Source: an optimization exercise on an open RTL-to-GDS flow (aim: small area). Production flows keep margins and buffers that such runs may drop. In this exercise RTL edits were held to simulation tests only and were not proved equivalent to the original. No activity file was given, so power comes from the tool's default toggle rates.

`flow/config.mk`:
```
export PLATFORM = sky130hd
export DESIGN_NAME = SonarOnChip
export DESIGN_NICKNAME = SonarOnChip
export VERILOG_FILES = /design/flow/design.v
export SDC_FILE = /design/flow/constraint.sdc
export NUM_CORES = 4
export LEC_CHECK = 0
export CAP_MARGIN = 20
export CORE_MARGIN = 2
export CORE_UTILIZATION = 45
export PLACE_DENSITY = 0.6
export SLEW_MARGIN = 20
```
`flow/constraint.sdc`:
```
create_clock -name core_clock -period 15.0 [get_ports {wb_clk_i}]
set_input_delay 3.0000 -clock core_clock [delete_from_list [all_inputs] [get_ports {wb_clk_i}]]
set_output_delay 3.0000 -clock core_clock [all_outputs]
set_load 0.01 [all_outputs]
```
`flow/design.v`:
```
module SonarOnChip (
    input  wire        wb_clk_i,
    input  wire        wb_rst_i,
    input  wire        wb_valid_i,
    input  wire [3:0]  wbs_adr_i,
    input  wire [15:0] wbs_dat_i,
    input  wire        wbs_strb_i,
    output             wbs_ack_o,
    output      [15:0] wbs_dat_o,
    input  wire        ce_pdm,
    input  wire        ce_pcm,
    input  wire        pdm_data_i,
    input  wire        mclear,
    output wire        cmp
);
  wire clk = wb_clk_i;
  wire rst = wb_rst_i;
  wire en  = ce_pcm;
  reg        ack;
  reg [15:0] rdata;
  reg [7:0]  control, amp;
  reg [15:0] a0, a1, a2, b1, b2, fb0, fb1, threshold, pcm_load;
  reg [15:0] timer, pcm;
  reg        q;
  assign wbs_ack_o = ack;
  assign wbs_dat_o = rdata;
  assign cmp = q;
  reg [15:0] rd;
  always @(*) begin
    case (wbs_adr_i)
      4'd0:  rd = {8'd0, control};
      4'd1:  rd = a0;
      4'd2:  rd = a1;
      4'd3:  rd = a2;
      4'd4:  rd = b1;
      4'd5:  rd = b2;
      4'd6:  rd = {8'd0, amp};
      4'd7:  rd = threshold;
      4'd8:  rd = timer;
      4'd9:  rd = pcm;
      4'd10: rd = pcm_load;
      4'd11: rd = fb0;
      4'd12: rd = fb1;
      default: rd = 16'd0;
    endcase
  end
  wire wr = wb_valid_i & wbs_strb_i;
  always @(posedge clk) rdata <= rd;
  always @(posedge clk) begin
    if (rst) begin
      ack <= 1'b0;
      control <= 8'h04;
      a0 <= 16'd0; a1 <= 16'd0; a2 <= 16'd0; b1 <= 16'd0; b2 <= 16'd0;
      amp <= 8'd0;
      threshold <= 16'h0400;
      pcm_load <= 16'd0;
      fb0 <= 16'h0FFF;
      fb1 <= 16'h7FFF;
    end else begin
      ack <= wb_valid_i;
      if (wr) begin
        case (wbs_adr_i)
          4'd0:  control <= wbs_dat_i[7:0];
          4'd1:  a0 <= wbs_dat_i;
          4'd2:  a1 <= wbs_dat_i;
          4'd3:  a2 <= wbs_dat_i;
          4'd4:  b1 <= wbs_dat_i;
          4'd5:  b2 <= wbs_dat_i;
          4'd6:  amp <= wbs_dat_i[7:0];
          4'd7:  threshold <= wbs_dat_i;
          4'd10: pcm_load <= wbs_dat_i;
          4'd11: fb0 <= wbs_dat_i;
          4'd12: fb1 <= wbs_dat_i;
          default: ;
        endcase
      end
    end
  end
  reg [63:0] h;
  reg [6:0]  cnt;
  reg signed [6:0]  sa, sc;
  reg signed [11:0] sb;
  wire v32 = cnt[6] | cnt[5];
  wire v64 = cnt[6];
  wire signed [6:0] xn  = pdm_data_i ? 7'sd1 : -7'sd1;
  wire signed [6:0] x32 = v32 ? (h[31] ? 7'sd1 : -7'sd1) : 7'sd0;
  wire signed [6:0] x64 = v64 ? (h[63] ? 7'sd1 : -7'sd1) : 7'sd0;
  always @(posedge clk) begin
    if (ce_pdm) h <= {h[62:0], pdm_data_i};
  end
  always @(posedge clk) begin
    if (rst) begin
      cnt <= 7'd0;
      sa <= 7'sd0;
      sc <= 7'sd0;
      sb <= 12'sd0;
    end else if (ce_pdm) begin
      if (!v64) cnt <= cnt + 7'd1;
      sa <= sa + xn - x32;
      sc <= sc + x32 - x64;
      sb <= sb + {{5{sa[6]}}, sa} - {{5{sc[6]}}, sc};
    end
  end
  reg [3:0]  ph;
  reg [15:0] acc;         
  reg [15:0] yfir;        
  reg [15:0] yiir;        
  reg [15:0] yprev;       
  reg [11:0] xf1, xf2, xf3;
  reg [15:0] xi1, xi2;
  reg [14:0] xm1, xm2, xm3;
  reg [13:0] ymaf;        
  wire [15:0] gin  = control[2] ? pcm : yiir;
  wire [15:0] gout = gin << amp;
  wire [14:0] xmaf = gout[15] ? ~gout[14:0] : gout[14:0];
  reg [15:0] me, mm;
  reg        mng;
  always @(*) begin
    me = 16'd0;
    mm = 16'd0;
    mng = 1'b0;
    case (ph)
      4'd0:  begin me = fb0; mm = {{4{sb[11]}}, sb}; end
      4'd1:  begin me = fb1; mm = {{4{xf1[11]}}, xf1}; end
      4'd2:  begin me = fb1; mm = {{4{xf2[11]}}, xf2}; end
      4'd3:  begin me = fb0; mm = {{4{xf3[11]}}, xf3}; end
      4'd5:  begin me = a0;  mm = pcm; end
      4'd6:  begin me = a1;  mm = xi1; end
      4'd7:  begin me = a2;  mm = xi2; end
      4'd8:  begin me = b1;  mm = yiir;  mng = (yiir != 16'h8000); end
      4'd9:  begin me = b2;  mm = yprev; mng = (yprev != 16'h8000); end
      4'd11: begin me = 16'h8000; mm = {1'b0, xmaf}; mng = 1'b1; end
      4'd12: begin me = 16'h8000; mm = {1'b0, xm1};  mng = 1'b1; end
      4'd13: begin me = 16'h8000; mm = {1'b0, xm2};  mng = 1'b1; end
      4'd14: begin me = 16'h8000; mm = {1'b0, xm3};  mng = 1'b1; end
      default: ;
    endcase
  end
  wire [15:0] macc;
  mac u_mac (.e(me), .m(mm), .ng(mng), .a(acc), .y(macc));
  always @(posedge clk) if (!en && ph == 4'd4) yfir <= acc;
  always @(posedge clk) begin
    if (rst) begin
      ph <= 4'd0;
      acc <= 16'd0;
      yiir <= 16'd0;
      yprev <= 16'd0;
      ymaf <= 14'd0;
      xf1 <= 12'd0; xf2 <= 12'd0; xf3 <= 12'd0;
      xi1 <= 16'd0; xi2 <= 16'd0;
      xm1 <= 15'd0; xm2 <= 15'd0; xm3 <= 15'd0;
      pcm <= 16'd0;
    end else if (en) begin
      ph <= 4'd0;
      acc <= 16'd0;
      xf1 <= sb; xf2 <= xf1; xf3 <= xf2;
      xi1 <= pcm; xi2 <= xi1;
      xm1 <= xmaf; xm2 <= xm1; xm3 <= xm2;
      pcm <= control[3] ? pcm_load : yfir;
    end else begin
      if (ph != 4'd15) ph <= ph + 4'd1;
      acc <= (ph == 4'd4 || ph == 4'd10) ? 16'd0 : macc;
      if (ph == 4'd10) begin yiir <= acc; yprev <= yiir; end
      if (ph == 4'd15) ymaf <= acc[15:2];
    end
  end
  wire over = {2'b00, ymaf} > threshold;
  always @(posedge clk) begin
    if (rst) q <= 1'b0;
    else if (over) q <= 1'b1;
    else if (mclear) q <= 1'b0;
  end
  always @(posedge clk) begin
    if (rst | mclear) timer <= 16'd0;
    else if (en & ~q) timer <= timer + 16'd1;
  end
endmodule
module mac (
  input  wire [15:0] e,
  input  wire [15:0] m,
  input  wire        ng,
  input  wire [15:0] a,
  output wire [15:0] y
);
  wire bo1;
  wire bt2;
  wire bn3;
  wire pp4;
  wire pp5;
  wire pp6;
  wire pp7;
  wire pp8;
  wire pp9;
  wire pp10;
  wire pp11;
  wire pp12;
  wire pp13;
  wire pp14;
  wire pp15;
  wire pp16;
  wire pp17;
  wire pp18;
  wire pp19;
  wire pp20;
  wire bo21;
  wire bt22;
  wire bn23;
  wire pp24;
  wire pp25;
  wire pp26;
  wire pp27;
  wire pp28;
  wire pp29;
  wire pp30;
  wire pp31;
  wire pp32;
  wire pp33;
  wire pp34;
  wire pp35;
  wire pp36;
  wire pp37;
  wire pp38;
  wire pp39;
  wire pp40;
  wire bo41;
  wire bt42;
  wire bn43;
  wire pp44;
  wire pp45;
  wire pp46;
  wire pp47;
  wire pp48;
  wire pp49;
  wire pp50;
  wire pp51;
  wire pp52;
  wire pp53;
  wire pp54;
  wire pp55;
  wire pp56;
  wire pp57;
  wire pp58;
  wire pp59;
  wire pp60;
  wire bo61;
  wire bt62;
  wire bn63;
  wire pp64;
  wire pp65;
  wire pp66;
  wire pp67;
  wire pp68;
  wire pp69;
  wire pp70;
  wire pp71;
  wire pp72;
  wire pp73;
  wire pp74;
  wire pp75;
  wire pp76;
  wire pp77;
  wire pp78;
  wire pp79;
  wire pp80;
  wire bo81;
  wire bt82;
  wire bn83;
  wire pp84;
  wire pp85;
  wire pp86;
  wire pp87;
  wire pp88;
  wire pp89;
  wire pp90;
  wire pp91;
  wire pp92;
  wire pp93;
  wire pp94;
  wire pp95;
  wire pp96;
  wire pp97;
  wire pp98;
  wire pp99;
  wire pp100;
  wire bo101;
  wire bt102;
  wire bn103;
  wire pp104;
  wire pp105;
  wire pp106;
  wire pp107;
  wire pp108;
  wire pp109;
  wire pp110;
  wire pp111;
  wire pp112;
  wire pp113;
  wire pp114;
  wire pp115;
  wire pp116;
  wire pp117;
  wire pp118;
  wire pp119;
  wire pp120;
  wire bo121;
  wire bt122;
  wire bn123;
  wire pp124;
  wire pp125;
  wire pp126;
  wire pp127;
  wire pp128;
  wire pp129;
  wire pp130;
  wire pp131;
  wire pp132;
  wire pp133;
  wire pp134;
  wire pp135;
  wire pp136;
  wire pp137;
  wire pp138;
  wire pp139;
  wire pp140;
  wire bo141;
  wire bt142;
  wire bn143;
  wire pp144;
  wire pp145;
  wire pp146;
  wire pp147;
  wire pp148;
  wire pp149;
  wire pp150;
  wire pp151;
  wire pp152;
  wire pp153;
  wire pp154;
  wire pp155;
  wire pp156;
  wire pp157;
  wire pp158;
  wire pp159;
  wire pp160;
  wire nk161;
  wire nk162;
  wire nk163;
  wire nk164;
  wire nk165;
  wire nk166;
  wire nk167;
  wire nk168;
  wire s169;
  wire c170;
  wire s171;
  wire c172;
  wire s173;
  wire c174;
  wire s175;
  wire c176;
  wire s177;
  wire c178;
  wire s179;
  wire c180;
  wire s181;
  wire c182;
  wire s183;
  wire c184;
  wire s185;
  wire c186;
  wire s187;
  wire c188;
  wire s189;
  wire c190;
  wire s191;
  wire c192;
  wire s193;
  wire c194;
  wire s195;
  wire c196;
  wire s197;
  wire c198;
  wire s199;
  wire c200;
  wire s201;
  wire c202;
  wire s203;
  wire c204;
  wire s205;
  wire c206;
  wire s207;
  wire c208;
  wire s209;
  wire c210;
  wire s211;
  wire c212;
  wire s213;
  wire c214;
  wire s215;
  wire c216;
  wire s217;
  wire c218;
  wire s219;
  wire c220;
  wire s221;
  wire c222;
  wire s223;
  wire c224;
  wire s225;
  wire c226;
  wire s227;
  wire c228;
  wire s229;
  wire c230;
  wire s231;
  wire c232;
  wire s233;
  wire c234;
  wire s235;
  wire c236;
  wire s237;
  wire c238;
  wire s239;
  wire c240;
  wire s241;
  wire c242;
  wire s243;
  wire c244;
  wire s245;
  wire c246;
  wire s247;
  wire c248;
  wire s249;
  wire c250;
  wire s251;
  wire c252;
  wire s253;
  wire c254;
  wire s255;
  wire c256;
  wire s257;
  wire c258;
  wire s259;
  wire c260;
  wire s261;
  wire c262;
  wire s263;
  wire c264;
  wire s265;
  wire c266;
  wire s267;
  wire c268;
  wire s269;
  wire c270;
  wire s271;
  wire c272;
  wire s273;
  wire c274;
  wire s275;
  wire c276;
  wire s277;
  wire c278;
  wire s279;
  wire c280;
  wire s281;
  wire c282;
  wire s283;
  wire c284;
  wire s285;
  wire c286;
  wire s287;
  wire c288;
  wire s289;
  wire c290;
  wire s291;
  wire c292;
  wire s293;
  wire c294;
  wire s295;
  wire c296;
  wire s297;
  wire c298;
  wire s299;
  wire c300;
  wire s301;
  wire c302;
  wire s303;
  wire c304;
  wire s305;
  wire c306;
  wire s307;
  wire c308;
  wire s309;
  wire c310;
  wire s311;
  wire c312;
  wire s313;
  wire c314;
  wire s315;
  wire c316;
  wire s317;
  wire c318;
  wire s319;
  wire c320;
  wire s321;
  wire c322;
  wire s323;
  wire c324;
  wire s325;
  wire c326;
  wire s327;
  wire c328;
  wire s329;
  wire c330;
  wire s331;
  wire c332;
  wire s333;
  wire c334;
  wire s335;
  wire c336;
  wire s337;
  wire c338;
  wire s339;
  wire c340;
  wire s341;
  wire c342;
  wire s343;
  wire c344;
  wire s345;
  wire c346;
  wire s347;
  wire c348;
  wire s349;
  wire c350;
  wire s351;
  wire c352;
  wire s353;
  wire c354;
  wire s355;
  wire c356;
  wire s357;
  wire c358;
  wire s359;
  wire c360;
  wire s361;
  wire c362;
  wire s363;
  wire c364;
  wire s365;
  wire c366;
  wire s367;
  wire c368;
  wire s369;
  wire c370;
  wire s371;
  wire c372;
  wire s373;
  wire c374;
  wire s375;
  wire c376;
  wire s377;
  wire c378;
  wire s379;
  wire c380;
  wire s381;
  wire c382;
  wire s383;
  wire c384;
  wire s385;
  wire c386;
  wire s387;
  wire c388;
  wire s389;
  wire c390;
  wire s391;
  wire c392;
  wire s393;
  wire c394;
  wire s395;
  wire c396;
  wire s397;
  wire c398;
  wire s399;
  wire c400;
  wire s401;
  wire c402;
  wire s403;
  wire c404;
  wire s405;
  wire c406;
  wire c407;
  wire c408;
  wire c409;
  wire c410;
  wire c411;
  wire c412;
  wire c413;
  wire c414;
  wire c415;
  wire c416;
  wire c417;
  wire c418;
  wire c419;
  wire c420;
  wire c421;
  wire s422;
  wire c423;
  wire s424;
  wire c425;
  wire s426;
  wire c427;
  wire s428;
  wire c429;
  wire s430;
  wire c431;
  wire s432;
  wire c433;
  wire s434;
  wire c435;
  wire s436;
  wire c437;
  wire s438;
  wire c439;
  wire s440;
  wire c441;
  wire s442;
  wire c443;
  wire s444;
  wire c445;
  wire s446;
  wire c447;
  wire s448;
  wire c449;
  wire s450;
  wire c451;
  wire s452;
  wire c453;
  assign bo1 = e[0] ^ 1'b0;
  assign bt2 = (e[1] & ~e[0] & ~1'b0) | (~e[1] & e[0] & 1'b0);
  assign bn3 = e[1] ^ ng;
  assign pp4 = ((bo1 & m[0]) | (bt2 & 1'b0)) ^ bn3;
  assign pp5 = ((bo1 & m[1]) | (bt2 & m[0])) ^ bn3;
  assign pp6 = ((bo1 & m[2]) | (bt2 & m[1])) ^ bn3;
  assign pp7 = ((bo1 & m[3]) | (bt2 & m[2])) ^ bn3;
  assign pp8 = ((bo1 & m[4]) | (bt2 & m[3])) ^ bn3;
  assign pp9 = ((bo1 & m[5]) | (bt2 & m[4])) ^ bn3;
  assign pp10 = ((bo1 & m[6]) | (bt2 & m[5])) ^ bn3;
  assign pp11 = ((bo1 & m[7]) | (bt2 & m[6])) ^ bn3;
  assign pp12 = ((bo1 & m[8]) | (bt2 & m[7])) ^ bn3;
  assign pp13 = ((bo1 & m[9]) | (bt2 & m[8])) ^ bn3;
  assign pp14 = ((bo1 & m[10]) | (bt2 & m[9])) ^ bn3;
  assign pp15 = ((bo1 & m[11]) | (bt2 & m[10])) ^ bn3;
  assign pp16 = ((bo1 & m[12]) | (bt2 & m[11])) ^ bn3;
  assign pp17 = ((bo1 & m[13]) | (bt2 & m[12])) ^ bn3;
  assign pp18 = ((bo1 & m[14]) | (bt2 & m[13])) ^ bn3;
  assign pp19 = ((bo1 & m[15]) | (bt2 & m[14])) ^ bn3;
  assign pp20 = ~(((bo1 & m[15]) | (bt2 & m[15])) ^ bn3);
  assign bo21 = e[2] ^ e[1];
  assign bt22 = (e[3] & ~e[2] & ~e[1]) | (~e[3] & e[2] & e[1]);
  assign bn23 = e[3] ^ ng;
  assign pp24 = ((bo21 & m[0]) | (bt22 & 1'b0)) ^ bn23;
  assign pp25 = ((bo21 & m[1]) | (bt22 & m[0])) ^ bn23;
  assign pp26 = ((bo21 & m[2]) | (bt22 & m[1])) ^ bn23;
  assign pp27 = ((bo21 & m[3]) | (bt22 & m[2])) ^ bn23;
  assign pp28 = ((bo21 & m[4]) | (bt22 & m[3])) ^ bn23;
  assign pp29 = ((bo21 & m[5]) | (bt22 & m[4])) ^ bn23;
  assign pp30 = ((bo21 & m[6]) | (bt22 & m[5])) ^ bn23;
  assign pp31 = ((bo21 & m[7]) | (bt22 & m[6])) ^ bn23;
  assign pp32 = ((bo21 & m[8]) | (bt22 & m[7])) ^ bn23;
  assign pp33 = ((bo21 & m[9]) | (bt22 & m[8])) ^ bn23;
  assign pp34 = ((bo21 & m[10]) | (bt22 & m[9])) ^ bn23;
  assign pp35 = ((bo21 & m[11]) | (bt22 & m[10])) ^ bn23;
  assign pp36 = ((bo21 & m[12]) | (bt22 & m[11])) ^ bn23;
  assign pp37 = ((bo21 & m[13]) | (bt22 & m[12])) ^ bn23;
  assign pp38 = ((bo21 & m[14]) | (bt22 & m[13])) ^ bn23;
  assign pp39 = ((bo21 & m[15]) | (bt22 & m[14])) ^ bn23;
  assign pp40 = ~(((bo21 & m[15]) | (bt22 & m[15])) ^ bn23);
  assign bo41 = e[4] ^ e[3];
  assign bt42 = (e[5] & ~e[4] & ~e[3]) | (~e[5] & e[4] & e[3]);
  assign bn43 = e[5] ^ ng;
  assign pp44 = ((bo41 & m[0]) | (bt42 & 1'b0)) ^ bn43;
  assign pp45 = ((bo41 & m[1]) | (bt42 & m[0])) ^ bn43;
  assign pp46 = ((bo41 & m[2]) | (bt42 & m[1])) ^ bn43;
  assign pp47 = ((bo41 & m[3]) | (bt42 & m[2])) ^ bn43;
  assign pp48 = ((bo41 & m[4]) | (bt42 & m[3])) ^ bn43;
  assign pp49 = ((bo41 & m[5]) | (bt42 & m[4])) ^ bn43;
  assign pp50 = ((bo41 & m[6]) | (bt42 & m[5])) ^ bn43;
  assign pp51 = ((bo41 & m[7]) | (bt42 & m[6])) ^ bn43;
  assign pp52 = ((bo41 & m[8]) | (bt42 & m[7])) ^ bn43;
  assign pp53 = ((bo41 & m[9]) | (bt42 & m[8])) ^ bn43;
  assign pp54 = ((bo41 & m[10]) | (bt42 & m[9])) ^ bn43;
  assign pp55 = ((bo41 & m[11]) | (bt42 & m[10])) ^ bn43;
  assign pp56 = ((bo41 & m[12]) | (bt42 & m[11])) ^ bn43;
  assign pp57 = ((bo41 & m[13]) | (bt42 & m[12])) ^ bn43;
  assign pp58 = ((bo41 & m[14]) | (bt42 & m[13])) ^ bn43;
  assign pp59 = ((bo41 & m[15]) | (bt42 & m[14])) ^ bn43;
  assign pp60 = ~(((bo41 & m[15]) | (bt42 & m[15])) ^ bn43);
  assign bo61 = e[6] ^ e[5];
  assign bt62 = (e[7] & ~e[6] & ~e[5]) | (~e[7] & e[6] & e[5]);
  assign bn63 = e[7] ^ ng;
  assign pp64 = ((bo61 & m[0]) | (bt62 & 1'b0)) ^ bn63;
  assign pp65 = ((bo61 & m[1]) | (bt62 & m[0])) ^ bn63;
  assign pp66 = ((bo61 & m[2]) | (bt62 & m[1])) ^ bn63;
  assign pp67 = ((bo61 & m[3]) | (bt62 & m[2])) ^ bn63;
  assign pp68 = ((bo61 & m[4]) | (bt62 & m[3])) ^ bn63;
  assign pp69 = ((bo61 & m[5]) | (bt62 & m[4])) ^ bn63;
  assign pp70 = ((bo61 & m[6]) | (bt62 & m[5])) ^ bn63;
  assign pp71 = ((bo61 & m[7]) | (bt62 & m[6])) ^ bn63;
  assign pp72 = ((bo61 & m[8]) | (bt62 & m[7])) ^ bn63;
  assign pp73 = ((bo61 & m[9]) | (bt62 & m[8])) ^ bn63;
  assign pp74 = ((bo61 & m[10]) | (bt62 & m[9])) ^ bn63;
  assign pp75 = ((bo61 & m[11]) | (bt62 & m[10])) ^ bn63;
  assign pp76 = ((bo61 & m[12]) | (bt62 & m[11])) ^ bn63;
  assign pp77 = ((bo61 & m[13]) | (bt62 & m[12])) ^ bn63;
  assign pp78 = ((bo61 & m[14]) | (bt62 & m[13])) ^ bn63;
  assign pp79 = ((bo61 & m[15]) | (bt62 & m[14])) ^ bn63;
  assign pp80 = ~(((bo61 & m[15]) | (bt62 & m[15])) ^ bn63);
  assign bo81 = e[8] ^ e[7];
  assign bt82 = (e[9] & ~e[8] & ~e[7]) | (~e[9] & e[8] & e[7]);
  assign bn83 = e[9] ^ ng;
  assign pp84 = ((bo81 & m[0]) | (bt82 & 1'b0)) ^ bn83;
  assign pp85 = ((bo81 & m[1]) | (bt82 & m[0])) ^ bn83;
  assign pp86 = ((bo81 & m[2]) | (bt82 & m[1])) ^ bn83;
  assign pp87 = ((bo81 & m[3]) | (bt82 & m[2])) ^ bn83;
  assign pp88 = ((bo81 & m[4]) | (bt82 & m[3])) ^ bn83;
  assign pp89 = ((bo81 & m[5]) | (bt82 & m[4])) ^ bn83;
  assign pp90 = ((bo81 & m[6]) | (bt82 & m[5])) ^ bn83;
  assign pp91 = ((bo81 & m[7]) | (bt82 & m[6])) ^ bn83;
  assign pp92 = ((bo81 & m[8]) | (bt82 & m[7])) ^ bn83;
  assign pp93 = ((bo81 & m[9]) | (bt82 & m[8])) ^ bn83;
  assign pp94 = ((bo81 & m[10]) | (bt82 & m[9])) ^ bn83;
  assign pp95 = ((bo81 & m[11]) | (bt82 & m[10])) ^ bn83;
  assign pp96 = ((bo81 & m[12]) | (bt82 & m[11])) ^ bn83;
  assign pp97 = ((bo81 & m[13]) | (bt82 & m[12])) ^ bn83;
  assign pp98 = ((bo81 & m[14]) | (bt82 & m[13])) ^ bn83;
  assign pp99 = ((bo81 & m[15]) | (bt82 & m[14])) ^ bn83;
  assign pp100 = ~(((bo81 & m[15]) | (bt82 & m[15])) ^ bn83);
  assign bo101 = e[10] ^ e[9];
  assign bt102 = (e[11] & ~e[10] & ~e[9]) | (~e[11] & e[10] & e[9]);
  assign bn103 = e[11] ^ ng;
  assign pp104 = ((bo101 & m[0]) | (bt102 & 1'b0)) ^ bn103;
  assign pp105 = ((bo101 & m[1]) | (bt102 & m[0])) ^ bn103;
  assign pp106 = ((bo101 & m[2]) | (bt102 & m[1])) ^ bn103;
  assign pp107 = ((bo101 & m[3]) | (bt102 & m[2])) ^ bn103;
  assign pp108 = ((bo101 & m[4]) | (bt102 & m[3])) ^ bn103;
  assign pp109 = ((bo101 & m[5]) | (bt102 & m[4])) ^ bn103;
  assign pp110 = ((bo101 & m[6]) | (bt102 & m[5])) ^ bn103;
  assign pp111 = ((bo101 & m[7]) | (bt102 & m[6])) ^ bn103;
  assign pp112 = ((bo101 & m[8]) | (bt102 & m[7])) ^ bn103;
  assign pp113 = ((bo101 & m[9]) | (bt102 & m[8])) ^ bn103;
  assign pp114 = ((bo101 & m[10]) | (bt102 & m[9])) ^ bn103;
  assign pp115 = ((bo101 & m[11]) | (bt102 & m[10])) ^ bn103;
  assign pp116 = ((bo101 & m[12]) | (bt102 & m[11])) ^ bn103;
  assign pp117 = ((bo101 & m[13]) | (bt102 & m[12])) ^ bn103;
  assign pp118 = ((bo101 & m[14]) | (bt102 & m[13])) ^ bn103;
  assign pp119 = ((bo101 & m[15]) | (bt102 & m[14])) ^ bn103;
  assign pp120 = ~(((bo101 & m[15]) | (bt102 & m[15])) ^ bn103);
  assign bo121 = e[12] ^ e[11];
  assign bt122 = (e[13] & ~e[12] & ~e[11]) | (~e[13] & e[12] & e[11]);
  assign bn123 = e[13] ^ ng;
  assign pp124 = ((bo121 & m[0]) | (bt122 & 1'b0)) ^ bn123;
  assign pp125 = ((bo121 & m[1]) | (bt122 & m[0])) ^ bn123;
  assign pp126 = ((bo121 & m[2]) | (bt122 & m[1])) ^ bn123;
  assign pp127 = ((bo121 & m[3]) | (bt122 & m[2])) ^ bn123;
  assign pp128 = ((bo121 & m[4]) | (bt122 & m[3])) ^ bn123;
  assign pp129 = ((bo121 & m[5]) | (bt122 & m[4])) ^ bn123;
  assign pp130 = ((bo121 & m[6]) | (bt122 & m[5])) ^ bn123;
  assign pp131 = ((bo121 & m[7]) | (bt122 & m[6])) ^ bn123;
  assign pp132 = ((bo121 & m[8]) | (bt122 & m[7])) ^ bn123;
  assign pp133 = ((bo121 & m[9]) | (bt122 & m[8])) ^ bn123;
  assign pp134 = ((bo121 & m[10]) | (bt122 & m[9])) ^ bn123;
  assign pp135 = ((bo121 & m[11]) | (bt122 & m[10])) ^ bn123;
  assign pp136 = ((bo121 & m[12]) | (bt122 & m[11])) ^ bn123;
  assign pp137 = ((bo121 & m[13]) | (bt122 & m[12])) ^ bn123;
  assign pp138 = ((bo121 & m[14]) | (bt122 & m[13])) ^ bn123;
  assign pp139 = ((bo121 & m[15]) | (bt122 & m[14])) ^ bn123;
  assign pp140 = ~(((bo121 & m[15]) | (bt122 & m[15])) ^ bn123);
  assign bo141 = e[14] ^ e[13];
  assign bt142 = (e[15] & ~e[14] & ~e[13]) | (~e[15] & e[14] & e[13]);
  assign bn143 = e[15] ^ ng;
  assign pp144 = ((bo141 & m[0]) | (bt142 & 1'b0)) ^ bn143;
  assign pp145 = ((bo141 & m[1]) | (bt142 & m[0])) ^ bn143;
  assign pp146 = ((bo141 & m[2]) | (bt142 & m[1])) ^ bn143;
  assign pp147 = ((bo141 & m[3]) | (bt142 & m[2])) ^ bn143;
  assign pp148 = ((bo141 & m[4]) | (bt142 & m[3])) ^ bn143;
  assign pp149 = ((bo141 & m[5]) | (bt142 & m[4])) ^ bn143;
  assign pp150 = ((bo141 & m[6]) | (bt142 & m[5])) ^ bn143;
  assign pp151 = ((bo141 & m[7]) | (bt142 & m[6])) ^ bn143;
  assign pp152 = ((bo141 & m[8]) | (bt142 & m[7])) ^ bn143;
  assign pp153 = ((bo141 & m[9]) | (bt142 & m[8])) ^ bn143;
  assign pp154 = ((bo141 & m[10]) | (bt142 & m[9])) ^ bn143;
  assign pp155 = ((bo141 & m[11]) | (bt142 & m[10])) ^ bn143;
  assign pp156 = ((bo141 & m[12]) | (bt142 & m[11])) ^ bn143;
  assign pp157 = ((bo141 & m[13]) | (bt142 & m[12])) ^ bn143;
  assign pp158 = ((bo141 & m[14]) | (bt142 & m[13])) ^ bn143;
  assign pp159 = ((bo141 & m[15]) | (bt142 & m[14])) ^ bn143;
  assign pp160 = ~(((bo141 & m[15]) | (bt142 & m[15])) ^ bn143);
  assign nk161 = ~pp20;
  assign nk162 = ~pp39;
  assign nk163 = ~pp59;
  assign nk164 = ~pp79;
  assign nk165 = ~pp99;
  assign nk166 = ~pp119;
  assign nk167 = ~pp139;
  assign nk168 = ~pp159;
  assign s169 = pp14 ^ pp32;
  assign c170 = pp14 & pp32;
  assign s171 = pp15 ^ pp33;
  assign c172 = pp15 & pp33;
  assign s173 = pp16 ^ pp34 ^ pp52;
  assign c174 = (pp16 & pp34) | (pp16 & pp52) | (pp34 & pp52);
  assign s175 = pp70 ^ pp88;
  assign c176 = pp70 & pp88;
  assign s177 = pp17 ^ pp35 ^ pp53;
  assign c178 = (pp17 & pp35) | (pp17 & pp53) | (pp35 & pp53);
  assign s179 = pp71 ^ pp89;
  assign c180 = pp71 & pp89;
  assign s181 = pp18 ^ pp36 ^ pp54;
  assign c182 = (pp18 & pp36) | (pp18 & pp54) | (pp36 & pp54);
  assign s183 = pp72 ^ pp90 ^ pp108;
  assign c184 = (pp72 & pp90) | (pp72 & pp108) | (pp90 & pp108);
  assign s185 = pp126 ^ pp144;
  assign c186 = pp126 & pp144;
  assign s187 = pp19 ^ pp37 ^ pp55;
  assign c188 = (pp19 & pp37) | (pp19 & pp55) | (pp37 & pp55);
  assign s189 = pp73 ^ pp91 ^ pp109;
  assign c190 = (pp73 & pp91) | (pp73 & pp109) | (pp91 & pp109);
  assign s191 = pp127 ^ pp145 ^ a[0];
  assign c192 = (pp127 & pp145) | (pp127 & a[0]) | (pp145 & a[0]);
  assign s193 = pp38 ^ pp56 ^ pp74;
  assign c194 = (pp38 & pp56) | (pp38 & pp74) | (pp56 & pp74);
  assign s195 = pp92 ^ pp110 ^ pp128;
  assign c196 = (pp92 & pp110) | (pp92 & pp128) | (pp110 & pp128);
  assign s197 = pp146 ^ a[1] ^ nk161;
  assign c198 = (pp146 & a[1]) | (pp146 & nk161) | (a[1] & nk161);
  assign s199 = pp57 ^ pp75 ^ pp93;
  assign c200 = (pp57 & pp75) | (pp57 & pp93) | (pp75 & pp93);
  assign s201 = pp111 ^ pp129 ^ pp147;
  assign c202 = (pp111 & pp129) | (pp111 & pp147) | (pp129 & pp147);
  assign s203 = a[2] ^ pp20 ^ nk162;
  assign c204 = (a[2] & pp20) | (a[2] & nk162) | (pp20 & nk162);
  assign s205 = pp40 ^ pp58 ^ pp76;
  assign c206 = (pp40 & pp58) | (pp40 & pp76) | (pp58 & pp76);
  assign s207 = pp94 ^ pp112 ^ pp130;
  assign c208 = (pp94 & pp112) | (pp94 & pp130) | (pp112 & pp130);
  assign s209 = pp148 ^ a[3] ^ pp39;
  assign c210 = (pp148 & a[3]) | (pp148 & pp39) | (a[3] & pp39);
  assign s211 = pp77 ^ pp95 ^ pp113;
  assign c212 = (pp77 & pp95) | (pp77 & pp113) | (pp95 & pp113);
  assign s213 = pp131 ^ pp149 ^ a[4];
  assign c214 = (pp131 & pp149) | (pp131 & a[4]) | (pp149 & a[4]);
  assign s215 = pp60 ^ pp78 ^ pp96;
  assign c216 = (pp60 & pp78) | (pp60 & pp96) | (pp78 & pp96);
  assign s217 = pp114 ^ pp132 ^ pp150;
  assign c218 = (pp114 & pp132) | (pp114 & pp150) | (pp132 & pp150);
  assign s219 = pp97 ^ pp115 ^ pp133;
  assign c220 = (pp97 & pp115) | (pp97 & pp133) | (pp115 & pp133);
  assign s221 = pp80 ^ pp98 ^ pp116;
  assign c222 = (pp80 & pp98) | (pp80 & pp116) | (pp98 & pp116);
  assign s223 = pp10 ^ pp28;
  assign c224 = pp10 & pp28;
  assign s225 = pp11 ^ pp29;
  assign c226 = pp11 & pp29;
  assign s227 = pp12 ^ pp30 ^ pp48;
  assign c228 = (pp12 & pp30) | (pp12 & pp48) | (pp30 & pp48);
  assign s229 = pp66 ^ pp84;
  assign c230 = pp66 & pp84;
  assign s231 = pp13 ^ pp31 ^ pp49;
  assign c232 = (pp13 & pp31) | (pp13 & pp49) | (pp31 & pp49);
  assign s233 = pp67 ^ pp85;
  assign c234 = pp67 & pp85;
  assign s235 = pp50 ^ pp68 ^ pp86;
  assign c236 = (pp50 & pp68) | (pp50 & pp86) | (pp68 & pp86);
  assign s237 = pp104 ^ bn103 ^ s169;
  assign c238 = (pp104 & bn103) | (pp104 & s169) | (bn103 & s169);
  assign s239 = pp51 ^ pp69 ^ pp87;
  assign c240 = (pp51 & pp69) | (pp51 & pp87) | (pp69 & pp87);
  assign s241 = pp105 ^ c170 ^ s171;
  assign c242 = (pp105 & c170) | (pp105 & s171) | (c170 & s171);
  assign s243 = pp106 ^ pp124 ^ bn123;
  assign c244 = (pp106 & pp124) | (pp106 & bn123) | (pp124 & bn123);
  assign s245 = c172 ^ s173 ^ s175;
  assign c246 = (c172 & s173) | (c172 & s175) | (s173 & s175);
  assign s247 = pp107 ^ pp125 ^ c174;
  assign c248 = (pp107 & pp125) | (pp107 & c174) | (pp125 & c174);
  assign s249 = c176 ^ s177 ^ s179;
  assign c250 = (c176 & s177) | (c176 & s179) | (s177 & s179);
  assign s251 = bn143 ^ c178 ^ c180;
  assign c252 = (bn143 & c178) | (bn143 & c180) | (c178 & c180);
  assign s253 = s181 ^ s183 ^ s185;
  assign c254 = (s181 & s183) | (s181 & s185) | (s183 & s185);
  assign s255 = c182 ^ c184 ^ c186;
  assign c256 = (c182 & c184) | (c182 & c186) | (c184 & c186);
  assign s257 = s187 ^ s189 ^ s191;
  assign c258 = (s187 & s189) | (s187 & s191) | (s189 & s191);
  assign s259 = c188 ^ c190 ^ c192;
  assign c260 = (c188 & c190) | (c188 & c192) | (c190 & c192);
  assign s261 = s193 ^ s195 ^ s197;
  assign c262 = (s193 & s195) | (s193 & s197) | (s195 & s197);
  assign s263 = c194 ^ c196 ^ c198;
  assign c264 = (c194 & c196) | (c194 & c198) | (c196 & c198);
  assign s265 = s199 ^ s201 ^ s203;
  assign c266 = (s199 & s201) | (s199 & s203) | (s201 & s203);
  assign s267 = c200 ^ c202 ^ c204;
  assign c268 = (c200 & c202) | (c200 & c204) | (c202 & c204);
  assign s269 = s205 ^ s207 ^ s209;
  assign c270 = (s205 & s207) | (s205 & s209) | (s207 & s209);
  assign s271 = nk163 ^ c206 ^ c208;
  assign c272 = (nk163 & c206) | (nk163 & c208) | (c206 & c208);
  assign s273 = c210 ^ s211 ^ s213;
  assign c274 = (c210 & s211) | (c210 & s213) | (s211 & s213);
  assign s275 = a[5] ^ pp59 ^ c212;
  assign c276 = (a[5] & pp59) | (a[5] & c212) | (pp59 & c212);
  assign s277 = c214 ^ s215 ^ s217;
  assign c278 = (c214 & s215) | (c214 & s217) | (s215 & s217);
  assign s279 = pp151 ^ a[6] ^ nk164;
  assign c280 = (pp151 & a[6]) | (pp151 & nk164) | (a[6] & nk164);
  assign s281 = c216 ^ c218 ^ s219;
  assign c282 = (c216 & c218) | (c216 & s219) | (c218 & s219);
  assign s283 = pp134 ^ pp152 ^ a[7];
  assign c284 = (pp134 & pp152) | (pp134 & a[7]) | (pp152 & a[7]);
  assign s285 = pp79 ^ c220 ^ s221;
  assign c286 = (pp79 & c220) | (pp79 & s221) | (c220 & s221);
  assign s287 = pp117 ^ pp135 ^ pp153;
  assign c288 = (pp117 & pp135) | (pp117 & pp153) | (pp135 & pp153);
  assign s289 = a[8] ^ nk165 ^ c222;
  assign c290 = (a[8] & nk165) | (a[8] & c222) | (nk165 & c222);
  assign s291 = pp100 ^ pp118 ^ pp136;
  assign c292 = (pp100 & pp118) | (pp100 & pp136) | (pp118 & pp136);
  assign s293 = pp154 ^ a[9] ^ pp99;
  assign c294 = (pp154 & a[9]) | (pp154 & pp99) | (a[9] & pp99);
  assign s295 = pp137 ^ pp155 ^ a[10];
  assign c296 = (pp137 & pp155) | (pp137 & a[10]) | (pp155 & a[10]);
  assign s297 = pp120 ^ pp138 ^ pp156;
  assign c298 = (pp120 & pp138) | (pp120 & pp156) | (pp138 & pp156);
  assign s299 = pp8 ^ pp26;
  assign c300 = pp8 & pp26;
  assign s301 = pp9 ^ pp27;
  assign c302 = pp9 & pp27;
  assign s303 = pp46 ^ pp64 ^ bn63;
  assign c304 = (pp46 & pp64) | (pp46 & bn63) | (pp64 & bn63);
  assign s305 = pp47 ^ pp65 ^ c224;
  assign c306 = (pp47 & pp65) | (pp47 & c224) | (pp65 & c224);
  assign s307 = bn83 ^ c226 ^ s227;
  assign c308 = (bn83 & c226) | (bn83 & s227) | (c226 & s227);
  assign s309 = c228 ^ c230 ^ s231;
  assign c310 = (c228 & c230) | (c228 & s231) | (c230 & s231);
  assign s311 = c232 ^ c234 ^ s235;
  assign c312 = (c232 & c234) | (c232 & s235) | (c234 & s235);
  assign s313 = c236 ^ c238 ^ s239;
  assign c314 = (c236 & c238) | (c236 & s239) | (c238 & s239);
  assign s315 = c240 ^ c242 ^ s243;
  assign c316 = (c240 & c242) | (c240 & s243) | (c242 & s243);
  assign s317 = c244 ^ c246 ^ s247;
  assign c318 = (c244 & c246) | (c244 & s247) | (c246 & s247);
  assign s319 = c248 ^ c250 ^ s251;
  assign c320 = (c248 & c250) | (c248 & s251) | (c250 & s251);
  assign s321 = c252 ^ c254 ^ s255;
  assign c322 = (c252 & c254) | (c252 & s255) | (c254 & s255);
  assign s323 = c256 ^ c258 ^ s259;
  assign c324 = (c256 & c258) | (c256 & s259) | (c258 & s259);
  assign s325 = c260 ^ c262 ^ s263;
  assign c326 = (c260 & c262) | (c260 & s263) | (c262 & s263);
  assign s327 = c264 ^ c266 ^ s267;
  assign c328 = (c264 & c266) | (c264 & s267) | (c266 & s267);
  assign s329 = c268 ^ c270 ^ s271;
  assign c330 = (c268 & c270) | (c268 & s271) | (c270 & s271);
  assign s331 = c272 ^ c274 ^ s275;
  assign c332 = (c272 & c274) | (c272 & s275) | (c274 & s275);
  assign s333 = c276 ^ c278 ^ s279;
  assign c334 = (c276 & c278) | (c276 & s279) | (c278 & s279);
  assign s335 = c280 ^ c282 ^ s283;
  assign c336 = (c280 & c282) | (c280 & s283) | (c282 & s283);
  assign s337 = c284 ^ c286 ^ s287;
  assign c338 = (c284 & c286) | (c284 & s287) | (c286 & s287);
  assign s339 = c288 ^ c290 ^ s291;
  assign c340 = (c288 & c290) | (c288 & s291) | (c290 & s291);
  assign s341 = nk166 ^ c292 ^ c294;
  assign c342 = (nk166 & c292) | (nk166 & c294) | (c292 & c294);
  assign s343 = a[11] ^ pp119 ^ c296;
  assign c344 = (a[11] & pp119) | (a[11] & c296) | (pp119 & c296);
  assign s345 = pp157 ^ a[12] ^ nk167;
  assign c346 = (pp157 & a[12]) | (pp157 & nk167) | (a[12] & nk167);
  assign s347 = pp140 ^ pp158 ^ a[13];
  assign c348 = (pp140 & pp158) | (pp140 & a[13]) | (pp158 & a[13]);
  assign s349 = pp6 ^ pp24;
  assign c350 = pp6 & pp24;
  assign s351 = pp7 ^ pp25;
  assign c352 = pp7 & pp25;
  assign s353 = pp44 ^ bn43 ^ s299;
  assign c354 = (pp44 & bn43) | (pp44 & s299) | (bn43 & s299);
  assign s355 = pp45 ^ c300 ^ s301;
  assign c356 = (pp45 & c300) | (pp45 & s301) | (c300 & s301);
  assign s357 = s223 ^ c302 ^ s303;
  assign c358 = (s223 & c302) | (s223 & s303) | (c302 & s303);
  assign s359 = s225 ^ c304 ^ s305;
  assign c360 = (s225 & c304) | (s225 & s305) | (c304 & s305);
  assign s361 = s229 ^ c306 ^ s307;
  assign c362 = (s229 & c306) | (s229 & s307) | (c306 & s307);
  assign s363 = s233 ^ c308 ^ s309;
  assign c364 = (s233 & c308) | (s233 & s309) | (c308 & s309);
  assign s365 = s237 ^ c310 ^ s311;
  assign c366 = (s237 & c310) | (s237 & s311) | (c310 & s311);
  assign s367 = s241 ^ c312 ^ s313;
  assign c368 = (s241 & c312) | (s241 & s313) | (c312 & s313);
  assign s369 = s245 ^ c314 ^ s315;
  assign c370 = (s245 & c314) | (s245 & s315) | (c314 & s315);
  assign s371 = s249 ^ c316 ^ s317;
  assign c372 = (s249 & c316) | (s249 & s317) | (c316 & s317);
  assign s373 = s253 ^ c318 ^ s319;
  assign c374 = (s253 & c318) | (s253 & s319) | (c318 & s319);
  assign s375 = s257 ^ c320 ^ s321;
  assign c376 = (s257 & c320) | (s257 & s321) | (c320 & s321);
  assign s377 = s261 ^ c322 ^ s323;
  assign c378 = (s261 & c322) | (s261 & s323) | (c322 & s323);
  assign s379 = s265 ^ c324 ^ s325;
  assign c380 = (s265 & c324) | (s265 & s325) | (c324 & s325);
  assign s381 = s269 ^ c326 ^ s327;
  assign c382 = (s269 & c326) | (s269 & s327) | (c326 & s327);
  assign s383 = s273 ^ c328 ^ s329;
  assign c384 = (s273 & c328) | (s273 & s329) | (c328 & s329);
  assign s385 = s277 ^ c330 ^ s331;
  assign c386 = (s277 & c330) | (s277 & s331) | (c330 & s331);
  assign s387 = s281 ^ c332 ^ s333;
  assign c388 = (s281 & c332) | (s281 & s333) | (c332 & s333);
  assign s389 = s285 ^ c334 ^ s335;
  assign c390 = (s285 & c334) | (s285 & s335) | (c334 & s335);
  assign s391 = s289 ^ c336 ^ s337;
  assign c392 = (s289 & c336) | (s289 & s337) | (c336 & s337);
  assign s393 = s293 ^ c338 ^ s339;
  assign c394 = (s293 & c338) | (s293 & s339) | (c338 & s339);
  assign s395 = s295 ^ c340 ^ s341;
  assign c396 = (s295 & c340) | (s295 & s341) | (c340 & s341);
  assign s397 = s297 ^ c342 ^ s343;
  assign c398 = (s297 & c342) | (s297 & s343) | (c342 & s343);
  assign s399 = c298 ^ c344 ^ s345;
  assign c400 = (c298 & c344) | (c298 & s345) | (c344 & s345);
  assign s401 = pp139 ^ c346 ^ s347;
  assign c402 = (pp139 & c346) | (pp139 & s347) | (c346 & s347);
  assign s403 = a[14] ^ nk168 ^ c348;
  assign c404 = (a[14] & nk168) | (a[14] & c348) | (nk168 & c348);
  assign s405 = pp160 ^ a[15] ^ pp159;
  assign c406 = (pp160 & a[15]) | (pp160 & pp159) | (a[15] & pp159);
  assign c407 = pp4 & bn3;
  assign c408 = pp5 & c407;
  assign c409 = (bn23 & s349) | (bn23 & c408) | (s349 & c408);
  assign c410 = (c350 & s351) | (c350 & c409) | (s351 & c409);
  assign c411 = (c352 & s353) | (c352 & c410) | (s353 & c410);
  assign c412 = (c354 & s355) | (c354 & c411) | (s355 & c411);
  assign c413 = (c356 & s357) | (c356 & c412) | (s357 & c412);
  assign c414 = (c358 & s359) | (c358 & c413) | (s359 & c413);
  assign c415 = (c360 & s361) | (c360 & c414) | (s361 & c414);
  assign c416 = (c362 & s363) | (c362 & c415) | (s363 & c415);
  assign c417 = (c364 & s365) | (c364 & c416) | (s365 & c416);
  assign c418 = (c366 & s367) | (c366 & c417) | (s367 & c417);
  assign c419 = (c368 & s369) | (c368 & c418) | (s369 & c418);
  assign c420 = (c370 & s371) | (c370 & c419) | (s371 & c419);
  assign c421 = (c372 & s373) | (c372 & c420) | (s373 & c420);
  assign s422 = c374 ^ s375 ^ c421;
  assign c423 = (c374 & s375) | (c374 & c421) | (s375 & c421);
  assign s424 = c376 ^ s377 ^ c423;
  assign c425 = (c376 & s377) | (c376 & c423) | (s377 & c423);
  assign s426 = c378 ^ s379 ^ c425;
  assign c427 = (c378 & s379) | (c378 & c425) | (s379 & c425);
  assign s428 = c380 ^ s381 ^ c427;
  assign c429 = (c380 & s381) | (c380 & c427) | (s381 & c427);
  assign s430 = c382 ^ s383 ^ c429;
  assign c431 = (c382 & s383) | (c382 & c429) | (s383 & c429);
  assign s432 = c384 ^ s385 ^ c431;
  assign c433 = (c384 & s385) | (c384 & c431) | (s385 & c431);
  assign s434 = c386 ^ s387 ^ c433;
  assign c435 = (c386 & s387) | (c386 & c433) | (s387 & c433);
  assign s436 = c388 ^ s389 ^ c435;
  assign c437 = (c388 & s389) | (c388 & c435) | (s389 & c435);
  assign s438 = c390 ^ s391 ^ c437;
  assign c439 = (c390 & s391) | (c390 & c437) | (s391 & c437);
  assign s440 = c392 ^ s393 ^ c439;
  assign c441 = (c392 & s393) | (c392 & c439) | (s393 & c439);
  assign s442 = c394 ^ s395 ^ c441;
  assign c443 = (c394 & s395) | (c394 & c441) | (s395 & c441);
  assign s444 = c396 ^ s397 ^ c443;
  assign c445 = (c396 & s397) | (c396 & c443) | (s397 & c443);
  assign s446 = c398 ^ s399 ^ c445;
  assign c447 = (c398 & s399) | (c398 & c445) | (s399 & c445);
  assign s448 = c400 ^ s401 ^ c447;
  assign c449 = (c400 & s401) | (c400 & c447) | (s401 & c447);
  assign s450 = c402 ^ s403 ^ c449;
  assign c451 = (c402 & s403) | (c402 & c449) | (s403 & c449);
  assign s452 = c404 ^ s405 ^ c451;
  assign c453 = (c404 & s405) | (c404 & c451) | (s405 & c451);
  assign y = {s452, s450, s448, s446, s444, s442, s440, s438, s436, s434, s432, s430, s428, s426, s424, s422};
endmodule
```
`flow/run.sh`:
```
#!/bin/bash
# synth_recipe.tcl (not shown) runs the flow's synth.tcl, then flattens the netlist and writes it again
# the make line also repeats each setting of config.mk as NAME=value (left out here)
make -C /OpenROAD-flow-scripts/flow DESIGN_CONFIG=/design/flow/config.mk WORK_HOME=/design/flow/orfs CLKGATE_MAP_FILE= SYNTH_SCRIPT=/design/flow/synth_recipe.tcl finish
```
==> results of run 1 <==
[power by group through the flow]
stage / registers (mW) / logic [mW] / clock network (mW)
2_1_floorplan: 1.52 / 2.10 / 0
3_3_place_gp: 1.56 / 2.77 / 0
3_5_place_dp: 1.57 / 2.82 / 0
4_1_cts: 1.54 / 2.86 / 1.47
5_1_grt: 1.54 / 3.29 / 1.53
6_report: 1.54 / 2.83 / 1.46
[stage by stage]
step           worst slack (ps)  total power [mW]  hold slack (ps)
2_1_floorplan              4170              3.62              400
6_report                   2420              5.82              410
3_3_place_gp               2590              4.33              401
3_5_place_dp               2480              4.38              405
5_1_grt                    1790              6.36              422
4_1_cts                    2440              5.87              403
[cell families (layout without fill, tap and decap cells)]
| logic type | after synthesis | in the layout | share of synthesized area |
|---|---|---|---|
| AND/OR/NAND/NOR | 992 | 992 | 0.147 |
| AO/OA/AOI/OAI | 719 | 719 | 0.168 |
| flip-flops | 502 | 502 | 0.366 |
| buffers and inverters | 445 | 428 | 0.0594 |
| XOR/XNOR | 216 | 216 | 0.0645 |
| adder cells (fa/ha/maj) | 201 | 201 | 0.120 |
| multiplexers | 194 | 194 | 0.0744 |
| other | 2 | 2 | 0.000254 |
[per-layer routing]
layer | part of all wire | global-route usage | up-vias
met4 | 0.034 | 0.0995 | 0
met2 | 0.44 | 0.466 | 1327
met5 | 0 | 0 | -
met3 | 0.10 | 0.0689 | 253
met1 | 0.43 | 0.418 | 12500
li1 | - | - | 11200
[synthesized netlist by cell type (all sizes together), types with 31 or more instances]
| cell type | instances |
|---|---|
| nand2 | 472 |
| and2 | 31 |
| nand3 | 55 |
| buf | 56 |
| nor3 | 33 |
| clkbuf | 183 |
| nor2 | 250 |
| inv | 205 |
| a21oi | 230 |
| xnor2 | 125 |
| edfxtp | 80 |
| o21ai | 41 |
| mux2i | 160 |
| dfxtp | 422 |
| ha | 61 |
| a221oi | 43 |
| xor2 | 91 |
| o22ai | 47 |
| nor2b | 37 |
| fa | 138 |
| a22oi | 158 |
| a22o | 40 |
[state kept, by name, summed over array words and instances (netlist names), 16 cells and up]
register,count
h,64
a1,16
pcm_load,16
a0,16
xi2,16
fb0,16
fb1,16
a2,16
rdata,16
xi1,16
acc,16
b2,16
pcm,16
yiir,16
b1,16
threshold,16
timer,16
yfir,16
yprev,16
[worst register-to-register path, delay by kind of cell, from the launching register on]
kind | cells | cell delay, ps
adder cells (fa/ha/maj) | 19 | 5970
AO/OA/AOI/OAI | 7 | 2320
AND/OR/NAND/NOR | 8 | 2060
buffers and inverters | 11 | 980
XOR/XNOR | 3 | 540
flip-flops | 1 | 310
multiplexers | 1 | 290
[placed cells by master (no fill, tap or decap), types with 27 or more instances in the layout]
cell type | synthesis | routed
sky130_fd_sc_hd__nand2_1 | 472 | 472
sky130_fd_sc_hd__dfxtp_1 | 422 | 422
sky130_fd_sc_hd__nor2_1 | 250 | 248
sky130_fd_sc_hd__a21oi_1 | 227 | 227
sky130_fd_sc_hd__inv_1 | 204 | 204
sky130_fd_sc_hd__a22oi_1 | 158 | 158
sky130_fd_sc_hd__mux2i_1 | 159 | 157
sky130_fd_sc_hd__fa_1 | 138 | 138
sky130_fd_sc_hd__xnor2_1 | 125 | 122
sky130_fd_sc_hd__xor2_1 | 90 | 86
sky130_fd_sc_hd__edfxtp_1 | 80 | 80
sky130_fd_sc_hd__buf_4 | 3 | 72
sky130_fd_sc_hd__ha_1 | 61 | 61
sky130_fd_sc_hd__clkbuf_16 | 0 | 57
sky130_fd_sc_hd__nand3_1 | 54 | 54
sky130_fd_sc_hd__o22ai_1 | 47 | 47
sky130_fd_sc_hd__a221oi_1 | 43 | 43
sky130_fd_sc_hd__clkdlybuf4s50_1 | 0 | 42
sky130_fd_sc_hd__a22o_1 | 40 | 40
sky130_fd_sc_hd__o21ai_0 | 39 | 39
sky130_fd_sc_hd__nor2b_1 | 37 | 37
sky130_fd_sc_hd__a222oi_1 | 29 | 29
sky130_fd_sc_hd__and2_1 | 28 | 27
[final cells by class]
class                      instances  share of cell area
tap                              864              0.0330
multi-input combinational       2324               0.523
clock buffer                      71              0.0467
sequential                       502               0.331
inverter                         206              0.0236
clock inverter                    35              0.0129
timing repair buffer             116              0.0301
[how the worst max path moves through the flow]
stage              end    from  cells after the start
2_1_floorplan  acc[15]   ph[0]                     50
3_3_place_gp   acc[15]  amp[1]                     49
3_5_place_dp   acc[15]  amp[1]                     49
4_1_cts        acc[15]  amp[1]                     49
5_1_grt        acc[15]  amp[1]                     49
6_report       acc[15]  amp[1]                     49
==> summary.md, run 1 <==
| Metric | Value |
|---|---|
| Cell leakage power | 12.3 nW |
| Sequential cell area fraction in the yosys report | 0.366 |
| Global-route wire length before repair | 156000 um |
| Number of primary I/O pins | 46 |
| Post-CTS Hold Fix Bufs | 0 |
| Core Box Area | 65500 um^2 |
| Initial antenna violation count | 0 |
| Path type of the worst setup path | reg2reg |
| Total congestion overflow after global routing | 0 |
| Fin crit period | 12580 ps |
| Synth area leaders | sky130_fd_sc_hd__dfxtp_1 29%, sky130_fd_sc_hd__fa_1 9.3%, sky130_fd_sc_hd__edfxtp_1 8.1% |
| Largest buffer count on any clock path | 3 |
| Final setup fails | 0 |
| Worst Hold End | h[23] |
| Yosys top cell area share | 0.285 |
| Total nets after synthesis | 3498 |
| Critical path peak fanout | 23 |
| Max-slew headroom | 0.220 |
| Synthesized instance count | 3271 |
| Number of buffers created by CTS | 56 |
| Share of flip-flops with an asynchronous set or reset after synthesis | 0 |
| Cell type of the slowest stage on the worst timing path | sky130_fd_sc_hd__o2111ai_2 |
| Most common flop cell mapped by yosys | sky130_fd_sc_hd__dfxtp_1 |
| Number of placement rows | 94 |
| Timing-limited maximum frequency | 79.5 MHz |
| Number of cells on the worst hold path | 0 |
| Fin util | 0.500 |
| Kind of capture point of the worst setup path | flip-flop |
| Aggregate negative setup slack | 0 ps |
| Chip Width | 261 um |
| Antenna viol nets, final | 0 |
| DIE AREA | 67900 um^2 |
| R2R Setup Slk | 2420 ps |
| Combined global-route utilization of all metal layers | 0.302 |
| Total instance count after detailed placement | 4012 |
| Critical path arrival | 13070 ps |
| Final clock skew | 39.7 ps |
| Syn-to-layout area delta | 10.7% |
| Post-Layout Cell Count | 4118 |
| Vias after detailed routing | 25300 |
| Cell Int Power | 3.50 mW |
| PortBufs | 45 |
| Hold Violations, Final | 0 |
| Via count of the first global-routing pass | 24900 |
| Worst-path clk slew | 70 ps |
| Capture point of the worst reg-to-reg path | acc[15] |
| Initial standard-cell utilization of the core | 0.452 |
| CTS Sinks | 502 |
| Post-CTS setup repair buffer count | 0 |
| Proportion of power drawn by the clock network | 0.250 |
| Residual DRC count | 0 |
| Cell accounting for the most synthesized area | sky130_fd_sc_hd__dfxtp_1 |
| Fraction of power consumed by combinational cells | 0.486 |
| Worst Reg-to-Reg Cells | 49 |
| ANT cells | 0 |
| CTS tree | built |
| Chip Height | 261 um |
| Post-synth design cell area | 29600 um^2 |
| Launch point of the worst hold path | h[22] |
| Avg Inst Size Synth | 9.05 um^2 |
| Max-cap violations | 0 |
| PostCTS Resize Cnt | 0 |
| First-pass DRT Iterations | 8 |
| Sequential Area | 10900 um^2 |
| Final RePlAce weighted congestion | 0.996 |
| Final #Nets | 3433 |
| Final HPWL DP | 72300 um |
| Count of distinct cell types in the synthesized netlist | 87 |
| Net load switching power | 2.31 mW |
| Critical Path Max Stage Delay | 830 ps |
| Total wire length after detailed routing | 103000 um |
| Number of vias per cell | 6.14 |
| Final critical-path share of the clock period | 0.839 |
| Number of synthesized flops with an enable pin | 80 |
| Setup repair after global routing missed its margin | false |
| Startpoint of the worst-slack reg-to-reg timing path | amp[1] |
| Cell at the root of the clock tree | sky130_fd_sc_hd__clkbuf_16 |
| Critical Path Most Common Cell | sky130_fd_sc_hd__fa_1 |
| Clock latency of the later-clocked register in the worst-skew pair | 650 ps |
| Sequential power share | 0.264 |
| Run status | finished clean |
| Worst hold path type | reg2reg |
| Filler Cell Count | 6020 |
| Switching power as a share of total power | 0.398 |
| Kind of cell with the highest combined delay on the critical path | adder cells |
| Combined area of the multi-input logic cells | 17100 um^2 |
| Area of all placed cells without fillers | 32800 um^2 |
| Routed len/inst | 25.1 um |
| Clock H-tree levels | 2 |
| Pins over their slew limit | 0 |
| Post-Place Cell Area | 30800 um^2 |
| First-iteration detailed-routing DRC count | 3030 |
| Share of final-layout standard cells stronger than drive strength 1 | 0.0765 |
| Critical path startpoint category | flip-flop |
| Number of register bits inferred by synthesis | 502 |
| Actual slew at the worst max-slew pin | 1170 ps |
| Required time of the critical path | 15490 ps |
| Power per Cell Area | 178 nW/um^2 |
| Number of warnings issued by yosys | 1 |
| Pin count of the biggest net entering global routing | 135 |
| Peak supply drop | 338 uV |
| Buffer and inverter count on the worst path | 11 |
==> run 2, diff against run 1 <==
--- a/flow/design.v
+++ b/flow/design.v
@@ -112,2 +112,3 @@
   reg [13:0] ymaf;        
+  reg        v1, v2, v3;
   wire [15:0] gin  = control[2] ? pcm : yiir;
@@ -123,14 +124,14 @@
       4'd0:  begin me = fb0; mm = {{4{sb[11]}}, sb}; end
-      4'd1:  begin me = fb1; mm = {{4{xf1[11]}}, xf1}; end
-      4'd2:  begin me = fb1; mm = {{4{xf2[11]}}, xf2}; end
-      4'd3:  begin me = fb0; mm = {{4{xf3[11]}}, xf3}; end
+      4'd1:  begin me = fb1; if (v1) mm = {{4{xf1[11]}}, xf1}; end
+      4'd2:  begin me = fb1; if (v2) mm = {{4{xf2[11]}}, xf2}; end
+      4'd3:  begin me = fb0; if (v3) mm = {{4{xf3[11]}}, xf3}; end
       4'd5:  begin me = a0;  mm = pcm; end
-      4'd6:  begin me = a1;  mm = xi1; end
-      4'd7:  begin me = a2;  mm = xi2; end
-      4'd8:  begin me = b1;  mm = yiir;  mng = (yiir != 16'h8000); end
-      4'd9:  begin me = b2;  mm = yprev; mng = (yprev != 16'h8000); end
+      4'd6:  begin me = a1;  if (v1) mm = xi1; end
+      4'd7:  begin me = a2;  if (v2) mm = xi2; end
+      4'd8:  begin me = b1;  if (v1) mm = yiir;  mng = (yiir != 16'h8000); end
+      4'd9:  begin me = b2;  if (v2) mm = yprev; mng = (yprev != 16'h8000); end
       4'd11: begin me = 16'h8000; mm = {1'b0, xmaf}; mng = 1'b1; end
-      4'd12: begin me = 16'h8000; mm = {1'b0, xm1};  mng = 1'b1; end
-      4'd13: begin me = 16'h8000; mm = {1'b0, xm2};  mng = 1'b1; end
-      4'd14: begin me = 16'h8000; mm = {1'b0, xm3};  mng = 1'b1; end
+      4'd12: begin me = 16'h8000; if (v1) mm = {1'b0, xm1}; mng = 1'b1; end
+      4'd13: begin me = 16'h8000; if (v2) mm = {1'b0, xm2}; mng = 1'b1; end
+      4'd14: begin me = 16'h8000; if (v3) mm = {1'b0, xm3}; mng = 1'b1; end
       default: ;
@@ -143,10 +144,20 @@
     if (rst) begin
+      v1 <= 1'b0; v2 <= 1'b0; v3 <= 1'b0;
+    end else if (en) begin
+      v1 <= 1'b1; v2 <= v1; v3 <= v2;
+    end
+  end
+  always @(posedge clk) begin
+    if (en) begin
+      xf1 <= sb; xf2 <= xf1; xf3 <= xf2;
+      xi1 <= pcm; xi2 <= xi1;
+      xm1 <= xmaf; xm2 <= xm1; xm3 <= xm2;
+    end
+    if (!en && ph == 4'd10) begin yiir <= acc; yprev <= yiir; end
+  end
+  always @(posedge clk) begin
+    if (rst) begin
       ph <= 4'd0;
       acc <= 16'd0;
-      yiir <= 16'd0;
-      yprev <= 16'd0;
       ymaf <= 14'd0;
-      xf1 <= 12'd0; xf2 <= 12'd0; xf3 <= 12'd0;
-      xi1 <= 16'd0; xi2 <= 16'd0;
-      xm1 <= 15'd0; xm2 <= 15'd0; xm3 <= 15'd0;
       pcm <= 16'd0;
@@ -155,5 +166,2 @@
       acc <= 16'd0;
-      xf1 <= sb; xf2 <= xf1; xf3 <= xf2;
-      xi1 <= pcm; xi2 <= xi1;
-      xm1 <= xmaf; xm2 <= xm1; xm3 <= xm2;
       pcm <= control[3] ? pcm_load : yfir;
@@ -162,3 +170,2 @@
       acc <= (ph == 4'd4 || ph == 4'd10) ? 16'd0 : macc;
-      if (ph == 4'd10) begin yiir <= acc; yprev <= yiir; end
       if (ph == 4'd15) ymaf <= acc[15:2];
--- a/flow/config.mk
+++ b/flow/config.mk
@@ -10,2 +10,3 @@
 export CORE_UTILIZATION = 45
+export CTS_BUF_LIST = sky130_fd_sc_hd__clkbuf_4
 export PLACE_DENSITY = 0.6
==> run 2 against run 1 <==
Compared with the run above: sequential power is 6% higher; synthesized area down 3.1%; non-clock buffer count increased by 9; combinational power hardly changed; core utilization is 0.64 points higher; fmax decreased by 0.66%; largest cell class unchanged; largest power group unchanged.
==> summary.md, run 2 <==
| Metric | Value |
|---|---|
| Number of cells on the worst hold path | 0 |
| Initial standard-cell utilization of the core | 0.455 |
| Post-route worst setup slack | 2340 ps |
| Core Box Area | 63100 um^2 |
| Flip-flop count of the largest register after layout | 64 |
| Share of final-layout standard cells stronger than drive strength 1 | 0.124 |
| Residual DRC count | 0 |
| Path type of the worst setup path | reg2reg |
| Final RePlAce weighted congestion | 0.974 |
| Final setup fails | 0 |
| Most common cell after layout, fill and taps aside | sky130_fd_sc_hd__nand2_1 |
| Total congestion overflow after global routing | 0 |
| Chip Width | 257 um |
| Number of register bits inferred by synthesis | 505 |
| Critical path startpoint category | flip-flop |
| Fin util | 0.507 |
| Total nets after synthesis | 3145 |
| Pins over their slew limit | 0 |
| Capture point of the worst reg-to-reg path | acc[15] |
| Commonest non-fill, non-tap cells in the layout | 443 x sky130_fd_sc_hd__nand2_1, 280 x sky130_fd_sc_hd__dfxtp_1, 225 x sky130_fd_sc_hd__edfxtp_1 |
| Sequential Area | 12400 um^2 |
| Cell leakage power | 11.8 nW |
| Combined area of the multi-input logic cells | 14900 um^2 |
| Most common cell in the netlist | sky130_fd_sc_hd__nand2_1 |
| Number of warnings issued by yosys | 1 |
| Vias after detailed routing | 23900 |
| Combined global-route utilization of all metal layers | 0.302 |
| Cell type of the slowest stage on the worst timing path | sky130_fd_sc_hd__and3b_1 |
| Commonest cells in the netlist | 443 x sky130_fd_sc_hd__nand2_1, 280 x sky130_fd_sc_hd__dfxtp_1, 225 x sky130_fd_sc_hd__edfxtp_1 |
| Critical Path Most Common Cell | sky130_fd_sc_hd__fa_1 |
| Cell accounting for the most synthesized area | sky130_fd_sc_hd__edfxtp_1 |
| Setup repair after global routing missed its margin | false |
| Most common flop cell mapped by yosys | sky130_fd_sc_hd__dfxtp_1 |
| Launch point of the worst hold path | h[28] |
| Kind of capture point of the worst setup path | flip-flop |
| R2R Setup Slk | 2340 ps |
| Avg Inst Size Synth | 9.83 um^2 |
| Power per Cell Area | 180 nW/um^2 |
| First-iteration detailed-routing DRC count | 3023 |
| Clock H-tree levels | 4 |
| Number of primary I/O pins | 46 |
| Total instance count after detailed placement | 3682 |
| Number of synthesized flops with an enable pin | 225 |
| PortBufs | 45 |
| Number of placement rows | 92 |
| Cell at the root of the clock tree | sky130_fd_sc_hd__clkbuf_4 |
| Pin count of the biggest net entering global routing | 101 |
| Final HPWL DP | 68700 um |
| Required time of the critical path | 15910 ps |
| Critical path peak fanout | 13 |
| Post-Layout Cell Count | 3931 |
| Post-synth design cell area | 28700 um^2 |
| Worst-path clk slew | 70 ps |
| Antenna viol nets, final | 0 |
| Total wire length after detailed routing | 99700 um |
| Routed len/inst | 25.4 um |
| Timing-limited maximum frequency | 79.0 MHz |
| Critical path arrival | 13570 ps |
| Startpoint of the worst-slack reg-to-reg timing path | ph[0] |
| Number of vias per cell | 6.09 |
| Worst Reg-to-Reg Cells | 53 |
| Global-route wire length before repair | 150000 um |
| DIE AREA | 65800 um^2 |
| CTS Sinks | 505 |
| Final critical-path share of the clock period | 0.844 |
| Number of buffers created by CTS | 137 |
| PostCTS Resize Cnt | 0 |
| Clock latency of the later-clocked register in the worst-skew pair | 1020 ps |
| Worst Hold End | h[29] |
| Final clock skew | 73.8 ps |
| Worst Hold Margin | 390 ps |
| Yosys top cell area share | 0.235 |
| Via count of the first global-routing pass | 23900 |
| Final #Nets | 3202 |
| Fin crit period | 12660 ps |
| First-pass DRT Iterations | 8 |
| Area of all placed cells without fillers | 32000 um^2 |
| Initial antenna violation count | 6 |
| Aggregate negative setup slack | 0 ps |
| Max-cap violations | 0 |
| Overall Power | 5.75 mW |
| Register bank with the most flops | h |
| Largest buffer count on any clock path | 3 |
| Post-Place Cell Area | 30200 um^2 |
| Worst hold path type | reg2reg |
| Synthesized instance count | 2918 |
| Max-slew headroom | 0.205 |
| Chip Height | 257 um |
| Count of distinct cell types in the synthesized netlist | 76 |
| Run status | finished clean |
| CTS tree | built |
| Syn-to-layout area delta | 11.4% |
| Filler Cell Count | 5843 |
| Peak supply drop | 260 uV |
| Share of flip-flops with an asynchronous set or reset after synthesis | 0 |
| Worst setup path start | ph[0] |
| Post-CTS setup repair buffer count | 0 |
| Post-CTS Hold Fix Bufs | 0 |
| Critical Path Max Stage Delay | 650 ps |
| Worst Setup Slack post-DPL | 2340 ps |
| Sequential cell area fraction in the yosys report | 0.431 |
| Synth area leaders | sky130_fd_sc_hd__edfxtp_1 24%, sky130_fd_sc_hd__dfxtp_1 20%, sky130_fd_sc_hd__fa_1 9.6% |
| Hold Violations, Final | 0 |
| Actual slew at the worst max-slew pin | 1190 ps |
## run 2: changes by cell type after synthesis, moves of 18 or more
cell	delta
sky130_fd_sc_hd__buf_2	-19
sky130_fd_sc_hd__o22ai_1	+35
sky130_fd_sc_hd__nor2_1	-107
sky130_fd_sc_hd__mux2i_1	-104
sky130_fd_sc_hd__nand2_1	-29
sky130_fd_sc_hd__a22oi_1	-19
sky130_fd_sc_hd__a21oi_1	-32
sky130_fd_sc_hd__and2_1	-18
sky130_fd_sc_hd__dfxtp_1	-142
sky130_fd_sc_hd__edfxtp_1	+145
## run 2: how the worst max path moves through the flow
| stage | endpoint | slack (ps) | cells past startpoint |
|---|---|---|---|
| 3_5_place_dp | acc[15] | 2340 | 51 |
| 3_3_place_gp | acc[15] | 2470 | 51 |
| 4_1_cts | acc[15] | 2410 | 51 |
| 5_1_grt | acc[15] | 1500 | 51 |
| 6_report | acc[15] | 2340 | 53 |
| 2_1_floorplan | acc[15] | 3640 | 51 |
## run 2: routing by layer
| metal | vias up | wire length, um | GRT usage |
|---|---|---|---|
| met1 | 11700 | 39500 | 0.397 |
| li1 | 10500 | - | - |
| met4 | 2 | 5710 | 0.174 |
| met3 | 319 | 10200 | 0.0693 |
| met2 | 1428 | 44200 | 0.457 |
| met5 | - | 13 | 0 |
## run 2: final cells by class
class                           instances  share of cell area
Multi-Input combinational cell       2005               0.468
Sequential cell                       505               0.387
Clock buffer                          209              0.0491
Tap cell                              846              0.0331
Timing Repair Buffer                  125              0.0329
Inverter                              201              0.0236
Clock inverter                         35             0.00662
Antenna cell                            5            0.000391
## run 2: cells by family after synthesis
family | synth area share
multiplexers | 0.0362
AO/OA/AOI/OAI | 0.163
adder cells (fa/ha/maj) | 0.124
XOR/XNOR | 0.0641
buffers and inverters | 0.0543
AND/OR/NAND/NOR | 0.127
other | 0.000262
flip-flops | 0.431
## run 2: worst max-delay path, delay by kind of cell, from the launching register on
family	cells	cell delay, ps
XOR/XNOR	3	390
adder cells (fa/ha/maj)	22	7300
buffers and inverters	13	1750
flip-flops	1	360
AND/OR/NAND/NOR	5	1580
AO/OA/AOI/OAI	10	1170
## run 2: power breakdown
part / internal [mW] / switching (mW) / total [mW]
clock network: 0.646 / 0.631 / 1.28
logic: 1.23 / 1.61 / 2.84
registers: 1.54 / 0.0895 / 1.63
total: 3.42 / 2.33 / 5.75

Check on run 2: ideal ports give 2.336 ns setup slack; a clkbuf_16 on the clock port and buf_2 on the inputs give 2.336 ns; moving port delays by the midpoint clock arrival (1.047 ns) as well gives 2.336 ns.
